Source: an optimization exercise on an open RTL-to-GDS flow (aim: small area and a short achievable clock period). Production flows keep margins and buffers that such runs may drop.
Where RTL was checked, it was by simulation tests only, not by an equivalence proof against the original.
Power figures rest on the tool's default switching activity, not on a simulated workload.

Setup of rev 12:
## cpu
module cpu(PC, INSTRUCTION, CLK, RESET);
    input  [31:0] INSTRUCTION;
    input         CLK, RESET;
    output [31:0] PC;
    wire       vld = (INSTRUCTION[31:28] == 4'd0);
    wire [3:0] o   = INSTRUCTION[27:24];
    wire [7:0] off = INSTRUCTION[23:16];
    wire [2:0] rd  = INSTRUCTION[18:16];
    wire [2:0] rt  = INSTRUCTION[10:8];
    wire [2:0] rs  = INSTRUCTION[2:0];
    wire [7:0] imm = INSTRUCTION[7:0];
    reg [7:0] r0, r1, r2, r3, r4, r5, r6, r7;    
    reg [7:0] e_a, e_b;                          
    reg [3:0] e_o;                               
    reg [2:0] e_rd;                              
    reg       e_we;                              
    reg       e_eq;                              
    reg [7:0] p_l;                               
    reg [21:0] p_u;                              
    reg [7:0] p_t;                               
    reg [4:0] p_ga, p_gz;                        
    reg       p_te, p_tn, p_ie, p_in, p_de, p_dn;
    wire [7:0] res;
    alu u_alu(.o(e_o), .a(e_a), .b(e_b), .res(res));
    wire [7:0] wen;
    wdec u_wdec(.we(e_we), .rd(e_rd), .rst(RESET), .wen(wen));
    wire [7:0] wd = res & {8{~RESET}};
    always @(posedge CLK) begin
        if (wen[0]) r0 <= wd;
        if (wen[1]) r1 <= wd;
        if (wen[2]) r2 <= wd;
        if (wen[3]) r3 <= wd;
        if (wen[4]) r4 <= wd;
        if (wen[5]) r5 <= wd;
        if (wen[6]) r6 <= wd;
        if (wen[7]) r7 <= wd;
    end
    wire [29:0] pc;
    wire take = e_eq ? p_te : p_tn;
    wire inc  = e_eq ? p_ie : p_in;
    wire dec  = e_eq ? p_de : p_dn;
    pcout u_pc(.l(p_l), .u(p_u), .ga(p_ga), .gz(p_gz), .t(p_t), .take(take), .inc(inc), .dec(dec), .pc(pc));
    assign PC = {pc, 2'b00};
    wire [8:0] tsum = {1'b0, pc[7:0]} + {1'b0, off} + 9'd1;
    wire cpos = tsum[8] & ~off[7];                   
  ...
==> module wdec, before the edit <==
module wdec(we, rd, rst, wen);
    input       we, rst;
    input [2:0] rd;
    output [7:0] wen;
    genvar i;
    generate for (i = 0; i < 8; i = i + 1) begin : g
        assign wen[i] = rst | (we & (rd == i));
    end endgenerate
endmodule
==> module cpu, before the edit <==
module cpu(PC, INSTRUCTION, CLK, RESET);
    input  [31:0] INSTRUCTION;
    input         CLK, RESET;
    output [31:0] PC;
    wire       vld = (INSTRUCTION[31:28] == 4'd0);
    wire [3:0] o   = INSTRUCTION[27:24];
    wire [7:0] off = INSTRUCTION[23:16];
    wire [2:0] rd  = INSTRUCTION[18:16];
    wire [2:0] rt  = INSTRUCTION[10:8];
    wire [2:0] rs  = INSTRUCTION[2:0];
    wire [7:0] imm = INSTRUCTION[7:0];
    reg [7:0] r0, r1, r2, r3, r4, r5, r6, r7;    
    reg [7:0] e_a, e_b;                          
    reg [3:0] e_o;                               
    reg [2:0] e_rd;                              
    reg       e_we;                              
    reg       e_eq;                              
    reg [7:0] p_l;                               
    reg [21:0] p_u;                              
    reg [7:0] p_t;                               
    reg [4:0] p_ga, p_gz;                        
    reg       p_te, p_tn, p_ie, p_in, p_de, p_dn;
    wire [7:0] res;
    alu u_alu(.o(e_o), .a(e_a), .b(e_b), .res(res));
    wire [7:0] wen;
    wdec u_wdec(.we(e_we), .rd(e_rd), .rst(RESET), .wen(wen));
    wire [7:0] wd = res & {8{~RESET}};
    always @(posedge CLK) begin
        if (wen[0]) r0 <= wd;
        if (wen[1]) r1 <= wd;
        if (wen[2]) r2 <= wd;
        if (wen[3]) r3 <= wd;
        if (wen[4]) r4 <= wd;
        if (wen[5]) r5 <= wd;
        if (wen[6]) r6 <= wd;
        if (wen[7]) r7 <= wd;
    end
    wire [29:0] pc;
    wire take = e_eq ? p_te : p_tn;
    wire inc  = e_eq ? p_ie : p_in;
    wire dec  = e_eq ? p_de : p_dn;
    pcout u_pc(.l(p_l), .u(p_u), .ga(p_ga), .gz(p_gz), .t(p_t), .take(take), .inc(inc), .dec(dec), .pc(pc));
    assign PC = {pc, 2'b00};
    wire [8:0] tsum = {1'b0, pc[7:0]} + {1'b0, off} + 9'd1;
    wire cpos = tsum[8] & ~off[7];                   
    wire cneg = ~tsum[8] & off[7];                   
    wire nall = (&pc[7:0]) | RESET;                  
    wire tk_e = br & ~RESET & ~o[3];
    wire tk_n = br & ~RESET & (o[3] | ~o[0]);
    always @(posedge CLK) begin
        p_l <= pc[7:0] | {8{RESET}};
        p_u <= pc[29:8] | {22{RESET}};
        p_ga <= {&pc[27:24], &pc[23:20], &pc[19:16], &pc[15:12], &pc[11:8]} | {5{RESET}};
        p_gz <= {~|pc[27:24], ~|pc[23:20], ~|pc[19:16], ~|pc[15:12], ~|pc[11:8]} & {5{~RESET}};
        p_t <= tsum[7:0];
        p_te <= tk_e;
        p_tn <= tk_n;
        p_ie <= tk_e ? cpos : nall;
        p_in <= tk_n ? cpos : nall;
        p_de <= tk_e & cneg;
        p_dn <= tk_n & cneg;
    end
    wire [7:0] q1, q2;
    rdmux rm1(.s(rt), .i0(r0), .i1(r1), .i2(r2), .i3(r3), .i4(r4), .i5(r5), .i6(r6), .i7(r7), .o(q1));
    rdmux rm2(.s(rs), .i0(r0), .i1(r1), .i2(r2), .i3(r3), .i4(r4), .i5(r5), .i6(r6), .i7(r7), .o(q2));
    wire f1 = e_we & (e_rd == rt);
    wire f2 = e_we & (e_rd == rs);
    wire [7:0] d1 = f1 ? res : q1;
    wire [7:0] d2 = f2 ? res : q2;
    wire we, br, use_imm;
    control_unit u_cu(.vld(vld), .o(o), .we(we), .br(br), .use_imm(use_imm));
    always @(posedge CLK) begin
        e_a  <= d1;
        e_b  <= use_imm ? imm : d2;
        e_o  <= o;
        e_rd <= rd;
        e_we <= we & ~RESET;
        e_eq <= (d1 == d2);
    end
endmodule
Settings: LEC_CHECK=0, ABC_AREA=1, CAP_MARGIN=20, CORE_MARGIN=2, CORE_UTILIZATION=40, SETUP_SLACK_MARGIN=4.5, SLEW_MARGIN=20; clock period 11.0 ns.
standard.sh (not shown) runs the stock make flow with config.mk's settings and CLKGATE_MAP_FILE= SYNTH_SCRIPT=/design/flow/synth_recipe.tcl, a recipe that flattens the netlist after the stock synthesis.
==> flow/flow/run.sh <==
#!/bin/bash
# Standard ORFS layout (the standard.sh) with: plain buf_1 port buffers,
# a lighter clock tree (clkbuf_8, no dummy loads), and a tighter setup repair target.
export BUFFER_PORTS_ARGS="-buffer_cell sky130_fd_sc_hd__buf_1"
export CTS_ARGS="-sink_clustering_enable -repair_clock_nets -buf_list sky130_fd_sc_hd__clkbuf_8 -root_buf sky130_fd_sc_hd__clkbuf_8 -sink_clustering_size 20 -dont_use_dummy_load"
bash standard.sh SETUP_SLACK_MARGIN=6.5 TNS_END_PERCENT=5 CORE_UTILIZATION=55 finish > standard.log 2>&1
Both conditions hold for rev 12: the flow ran to the end and the final layout passed the timing, DRC and antenna checks.
## Diff of input files: rev 13 against rev 12
--- a/flow/design.v
+++ b/flow/design.v
@@ -31,19 +31,19 @@
     input [3:0] o;             
     output      we, br, use_imm;
     assign we = vld & ((~o[3] & ~(o[2] & o[1])) | (o[3] & (o[2] ? ~o[1] : (o[1] | o[0]))));
     assign br = vld & ((~o[3] & o[2] & o[1]) | (o[3] & ~o[2] & ~o[1] & ~o[0]));
     assign use_imm = (~o[3] & ~o[2] & ~o[1] & ~o[0]) | (o[3] & (o[2] | o[1]));
 endmodule
-module wdec(we, rd, rst, wen);
-    input       we, rst;
+module wdec(we, rd, wen);
+    input       we;
     input [2:0] rd;
     output [7:0] wen;
     genvar i;
     generate for (i = 0; i < 8; i = i + 1) begin : g
-        assign wen[i] = rst | (we & (rd == i));
+        assign wen[i] = we & (rd == i);
     end endgenerate
 endmodule
 module rdmux(s, i0, i1, i2, i3, i4, i5, i6, i7, o);
     input  [2:0] s;
     input  [7:0] i0, i1, i2, i3, i4, i5, i6, i7;
     output [7:0] o;
@@ -190,24 +190,23 @@
     wire [2:0] rt  = INSTRUCTION[10:8];
     wire [2:0] rs  = INSTRUCTION[2:0];
     wire [7:0] imm = INSTRUCTION[7:0];
     reg [7:0] r0, r1, r2, r3, r4, r5, r6, r7;    
     reg [7:0] e_a, e_b;                          
     reg [3:0] e_o;                               
-    reg [2:0] e_rd;                              
-    reg       e_we;                              
+    reg [7:0] e_wh;                              
     reg       e_eq;                              
     reg [7:0] p_l;                               
     reg [21:0] p_u;                              
     reg [7:0] p_t;                               
     reg [4:0] p_ga, p_gz;                        
     reg       p_te, p_tn, p_ie, p_in, p_de, p_dn;
     wire [7:0] res;
     alu u_alu(.o(e_o), .a(e_a), .b(e_b), .res(res));
     wire [7:0] wen;
-    wdec u_wdec(.we(e_we), .rd(e_rd), .rst(RESET), .wen(wen));
+    assign wen = e_wh | {8{RESET}};
     wire [7:0] wd = res & {8{~RESET}};
     always @(posedge CLK) begin
         if (wen[0]) r0 <= wd;
         if (wen[1]) r1 <= wd;
         if (wen[2]) r2 <= wd;
         if (wen[3]) r3 <= wd;
@@ -241,21 +240,22 @@
         p_de <= tk_e & cneg;
         p_dn <= tk_n & cneg;
     end
     wire [7:0] q1, q2;
     rdmux rm1(.s(rt), .i0(r0), .i1(r1), .i2(r2), .i3(r3), .i4(r4), .i5(r5), .i6(r6), .i7(r7), .o(q1));
     rdmux rm2(.s(rs), .i0(r0), .i1(r1), .i2(r2), .i3(r3), .i4(r4), .i5(r5), .i6(r6), .i7(r7), .o(q2));
-    wire f1 = e_we & (e_rd == rt);
-    wire f2 = e_we & (e_rd == rs);
+    wire f1 = e_wh[rt];
+    wire f2 = e_wh[rs];
     wire [7:0] d1 = f1 ? res : q1;
     wire [7:0] d2 = f2 ? res : q2;
+    wire [7:0] wh;
     wire we, br, use_imm;
     control_unit u_cu(.vld(vld), .o(o), .we(we), .br(br), .use_imm(use_imm));
+    wdec u_wdec(.we(we & ~RESET), .rd(rd), .wen(wh));
     always @(posedge CLK) begin
         e_a  <= d1;
         e_b  <= use_imm ? imm : d2;
         e_o  <= o;
-        e_rd <= rd;
-        e_we <= we & ~RESET;
+        e_wh <= wh;
         e_eq <= (d1 == d2);
     end
 endmodule
==> run summary <==
Rev 13 against rev 12: wire length per cell increased by 0.40 um relative to the old numbers; depth of the worst register-to-register path increased by 4 relative to the old numbers; final cell count increased by 80 relative to the old numbers.
Rev 13 vs rev 12, number of sequential cells went up by 4.
Looking only at share of power burned in combinational logic, and setting everything else aside, the higher value of rev 12 and rev 13 goes to rev 13.
The RTL of rev 13 was laid out without a check of its function.

---

cpu, a different RTL version from the one above (not shown whole).
Size in the first run: roughly 1,200 cells after synthesis, roughly 130 flip-flops, about 66 I/O pins.
==> module shifter, before the edit <==
module shifter(d, imm, is_sll, out);
    input  [7:0] d, imm;
    input        is_sll;
    output [7:0] out;
    wire [2:0] n = imm[2:0];
    wire a0 = n[0];
    wire a1 = n[1] ^ (is_sll & n[0]);
    wire a2 = n[2] ^ (is_sll & (n[1] | n[0]));
    wire [7:0] r0 = a0 ? {d[0],  d[7:1]}  : d;
    wire [7:0] r1 = a1 ? {r0[1:0], r0[7:2]} : r0;
    wire [7:0] r2 = a2 ? {r1[3:0], r1[7:4]} : r1;
    wire kill = is_sll ? (imm == 8'd8) : (~imm[7] & (imm[3:0] == 4'd8));
    wire all  = ~is_sll & imm[7] & ~imm[6];
    wire [7:0] keep;
    genvar j;
    generate for (j = 0; j < 8; j = j + 1) begin : m
        assign keep[j] = ~kill & (all | (is_sll ? (n <= j) : (n <= 7 - j)));
    end endgenerate
    wire fill = ~is_sll & ~imm[7] & imm[6] & d[7];
    assign out = (r2 & keep) | ({8{fill}} & ~keep);
endmodule
==> module alu, before the edit <==
module alu(o, a, b, br, eq, res, take);
    input  [3:0] o;
    input  [7:0] a, b;
    input        br, eq;
    output [7:0] res;
    output       take;
    wire s_b   = ~o[3] & ~o[2] & ~o[1];             
    wire s_add = ~o[3] & o[1];                      
    wire s_and = ~o[3] & o[2] & ~o[0];              
    wire s_or  = ~o[3] & o[2] & o[0];               
    wire s_mul = o[3] & ~o[2] & ~o[1];              
    wire s_sh  = o[3] & (o[2] | o[1]);              
    wire       sub = o[0];
    wire [7:0] sum = a + (b ^ {8{sub}}) + {7'd0, sub};
    wire [7:0] prod;
    mul8lo u_mul(.a(a), .b(b), .p(prod));
    wire [7:0] shv;
    shifter u_sh(.d(a), .imm(b), .is_sll(o[1] & ~o[0]), .out(shv));
    assign res = ({8{s_b}} & b) | ({8{s_add}} & sum) | ({8{s_and}} & (a & b)) |
                 ({8{s_or}} & (a | b)) | ({8{s_mul}} & prod) | ({8{s_sh}} & shv);
    assign take = br & (o[3] ? ~eq : (o[0] ? eq : 1'b1));
endmodule
==> module cpu, before the edit <==
module cpu(PC, INSTRUCTION, CLK, RESET);
    input  [31:0] INSTRUCTION;
    input         CLK, RESET;
    output [31:0] PC;
    wire       vld = (INSTRUCTION[31:28] == 4'd0);
    wire [3:0] o   = INSTRUCTION[27:24];
    wire [7:0] off = INSTRUCTION[23:16];
    wire [2:0] rd  = INSTRUCTION[18:16];
    wire [2:0] rt  = INSTRUCTION[10:8];
    wire [2:0] rs  = INSTRUCTION[2:0];
    wire [7:0] imm = INSTRUCTION[7:0];
    reg [7:0] r0, r1, r2, r3, r4, r5, r6, r7;    
    reg [7:0] e_a, e_b;                          
    reg [3:0] e_o;                               
    reg [2:0] e_rd;                              
    reg       e_we, e_br;                        
    reg       e_eq;                              
    reg [7:0] p_l;                               
    reg [21:0] p_u;                              
    reg [7:0] p_t;                               
    reg       p_c, p_s;                          
    wire [7:0] res;
    wire       take;
    alu u_alu(.o(e_o), .a(e_a), .b(e_b), .br(e_br), .eq(e_eq), .res(res), .take(take));
    wire [7:0] wen;
    wdec u_wdec(.we(e_we), .rd(e_rd), .rst(RESET), .wen(wen));
    wire [7:0] wd = res & {8{~RESET}};
    always @(posedge CLK) begin
        if (wen[0]) r0 <= wd;
        if (wen[1]) r1 <= wd;
        if (wen[2]) r2 <= wd;
        if (wen[3]) r3 <= wd;
        if (wen[4]) r4 <= wd;
        if (wen[5]) r5 <= wd;
        if (wen[6]) r6 <= wd;
        if (wen[7]) r7 <= wd;
    end
    wire [29:0] pc;
    pcout u_pc(.l(p_l), .u(p_u), .t(p_t), .c(p_c), .s(p_s), .take(take), .pc(pc));
    assign PC = {pc, 2'b00};
    wire [8:0] tsum = {1'b0, pc[7:0]} + {1'b0, off} + 9'd1;
    always @(posedge CLK) begin
        p_l <= pc[7:0] | {8{RESET}};
        p_u <= pc[29:8] | {22{RESET}};
        p_t <= tsum[7:0];
        p_c <= tsum[8];
        p_s <= off[7];
    end
    wire [7:0] q1, q2;
    rdmux rm1(.s(rt), .i0(r0), .i1(r1), .i2(r2), .i3(r3), .i4(r4), .i5(r5), .i6(r6), .i7(r7), .o(q1));
    rdmux rm2(.s(rs), .i0(r0), .i1(r1), .i2(r2), .i3(r3), .i4(r4), .i5(r5), .i6(r6), .i7(r7), .o(q2));
    wire f1 = e_we & (e_rd == rt);
    wire f2 = e_we & (e_rd == rs);
    wire [7:0] d1 = f1 ? res : q1;
    wire [7:0] d2 = f2 ? res : q2;
    wire we, br, use_imm;
    control_unit u_cu(.vld(vld), .o(o), .we(we), .br(br), .use_imm(use_imm));
    always @(posedge CLK) begin
        e_a  <= d1;
        e_b  <= use_imm ? imm : d2;
        e_o  <= o;
        e_rd <= rd;
        e_we <= we & ~RESET;
        e_br <= br & ~RESET;
        e_eq <= (d1 == d2);
    end
endmodule
export LEC_CHECK = 0
export ABC_AREA = 1
export CAP_MARGIN = 20
export CORE_MARGIN = 2
export CORE_UTILIZATION = 40
export SETUP_SLACK_MARGIN = 4.5
export SLEW_MARGIN = 20
create_clock -name core_clock -period 11.0 [get_ports {CLK}]
==> flow/flow/run.sh <==
#!/bin/bash
# Standard ORFS layout (the standard.sh) with: plain buf_1 port buffers,
# a lighter clock tree (no dummy loads), and a tighter setup repair target.
export BUFFER_PORTS_ARGS="-buffer_cell sky130_fd_sc_hd__buf_1"
export CTS_ARGS="-sink_clustering_enable -repair_clock_nets -buf_list sky130_fd_sc_hd__clkbuf_8 -root_buf sky130_fd_sc_hd__clkbuf_8 -sink_clustering_size 20 -dont_use_dummy_load"
bash standard.sh SETUP_SLACK_MARGIN=6.5  finish > standard.log 2>&1
Edit:
--- a/flow/design.v
+++ b/flow/design.v
@@ -150,25 +150,21 @@
     wire [7:0] rb = {1'b0, s39, 1'b0, s25, 1'b0, 1'b0, pp1_0, 1'b0};
     assign p = ra + rb;
 endmodule
-module shifter(d, imm, is_sll, out);
+module shifter(d, imm, out);
     input  [7:0] d, imm;
-    input        is_sll;
     output [7:0] out;
     wire [2:0] n = imm[2:0];
-    wire a0 = n[0];
-    wire a1 = n[1] ^ (is_sll & n[0]);
-    wire a2 = n[2] ^ (is_sll & (n[1] | n[0]));
-    wire [7:0] r0 = a0 ? {d[0],  d[7:1]}  : d;
-    wire [7:0] r1 = a1 ? {r0[1:0], r0[7:2]} : r0;
-    wire [7:0] r2 = a2 ? {r1[3:0], r1[7:4]} : r1;
-    wire kill = is_sll ? (imm == 8'd8) : (~imm[7] & (imm[3:0] == 4'd8));
-    wire all  = ~is_sll & imm[7] & ~imm[6];
+    wire [7:0] r0 = n[0] ? {d[0],  d[7:1]}  : d;
+    wire [7:0] r1 = n[1] ? {r0[1:0], r0[7:2]} : r0;
+    wire [7:0] r2 = n[2] ? {r1[3:0], r1[7:4]} : r1;
+    wire kill = ~imm[7] & (imm[3:0] == 4'd8);
+    wire all  = imm[7] & ~imm[6];
     wire [7:0] keep;
     genvar j;
     generate for (j = 0; j < 8; j = j + 1) begin : m
-        assign keep[j] = ~kill & (all | (is_sll ? (n <= j) : (n <= 7 - j)));
-    end endgenerate
-    wire fill = ~is_sll & ~imm[7] & imm[6] & d[7];
+        assign keep[j] = ~kill & (all | (n <= 7 - j));
+    end endgenerate
+    wire fill = ~imm[7] & imm[6] & d[7];
     assign out = (r2 & keep) | ({8{fill}} & ~keep);
 endmodule
 module alu(o, a, b, br, eq, res, take);
@@ -181,14 +177,14 @@
     wire s_add = ~o[3] & o[1];                      
     wire s_and = ~o[3] & o[2] & ~o[0];              
     wire s_or  = ~o[3] & o[2] & o[0];               
-    wire s_mul = o[3] & ~o[2] & ~o[1];              
-    wire s_sh  = o[3] & (o[2] | o[1]);              
+    wire s_mul = o[3] & ~o[2] & ~(o[1] & o[0]);     
+    wire s_sh  = o[3] & (o[2] | (o[1] & o[0]));     
     wire       sub = o[0];
     wire [7:0] sum = a + (b ^ {8{sub}}) + {7'd0, sub};
     wire [7:0] prod;
     mul8lo u_mul(.a(a), .b(b), .p(prod));
     wire [7:0] shv;
-    shifter u_sh(.d(a), .imm(b), .is_sll(o[1] & ~o[0]), .out(shv));
+    shifter u_sh(.d(a), .imm(b), .out(shv));
     assign res = ({8{s_b}} & b) | ({8{s_add}} & sum) | ({8{s_and}} & (a & b)) |
                  ({8{s_or}} & (a | b)) | ({8{s_mul}} & prod) | ({8{s_sh}} & shv);
     assign take = br & (o[3] ? ~eq : (o[0] ? eq : 1'b1));
@@ -248,11 +244,13 @@
     wire f2 = e_we & (e_rd == rs);
     wire [7:0] d1 = f1 ? res : q1;
     wire [7:0] d2 = f2 ? res : q2;
+    wire       is_sll = vld & (o == 4'd10);
+    wire [7:0] sll_b  = (imm == 8'd8) ? 8'd0 : (8'd1 << imm[2:0]);
     wire we, br, use_imm;
     control_unit u_cu(.vld(vld), .o(o), .we(we), .br(br), .use_imm(use_imm));
     always @(posedge CLK) begin
         e_a  <= d1;
-        e_b  <= use_imm ? imm : d2;
+        e_b  <= is_sll ? sll_b : use_imm ? imm : d2;
         e_o  <= o;
         e_rd <= rd;
         e_we <= we & ~RESET;
=> Register-to-register slack is worse by 0.14 ns. Total power rises by a few percent. Maximum frequency falls slightly. Cell count rises by a few percent. Global-route usage falls by 0.93 points. Non-clock buffer count rises by 4. Setup slack is worse by 0.054 ns. Sequential share of layout area falls by 0.84 points.
For the second run of this note, only the layout was checked, not whether the RTL still works.

static timing again, ports no longer ideal:
Ports are ideal in the flow. The routed layouts listed here were re-timed in OpenROAD. Step 1 (the two cells are an assumption about what drives the block):
set clk [get_ports {CLK}]
set_driving_cell -lib_cell sky130_fd_sc_hd__clkbuf_16 $clk
set_driving_cell -lib_cell sky130_fd_sc_hd__buf_2 [delete_from_list [all_inputs] $clk]
Step 2, shift: input delay + t, output delay - t, t = (earliest + latest rising clock arrival at the registers) / 2. This alone moves slack from input paths to output paths. a / b / c = ideal / step 1 / step 2; a / b = the first two.
run	t, ns	setup slack, ns	worst setup path at the end
rev 12	0.480	6.651 / 6.615 / 6.269	input to register
rev 13	0.494	6.612 / 6.573 / 6.159	input to register
the first run of note 2	0.477	6.547 / 6.509 / 6.383	input to register
the second run of note 2	0.483	6.493 / 6.452 / 6.380	input to register
After both steps every run listed still meets setup and hold. The setup slack of rev 13, which loses most, moves by -0.039 ns with the drivers and by -0.453 ns with both steps.
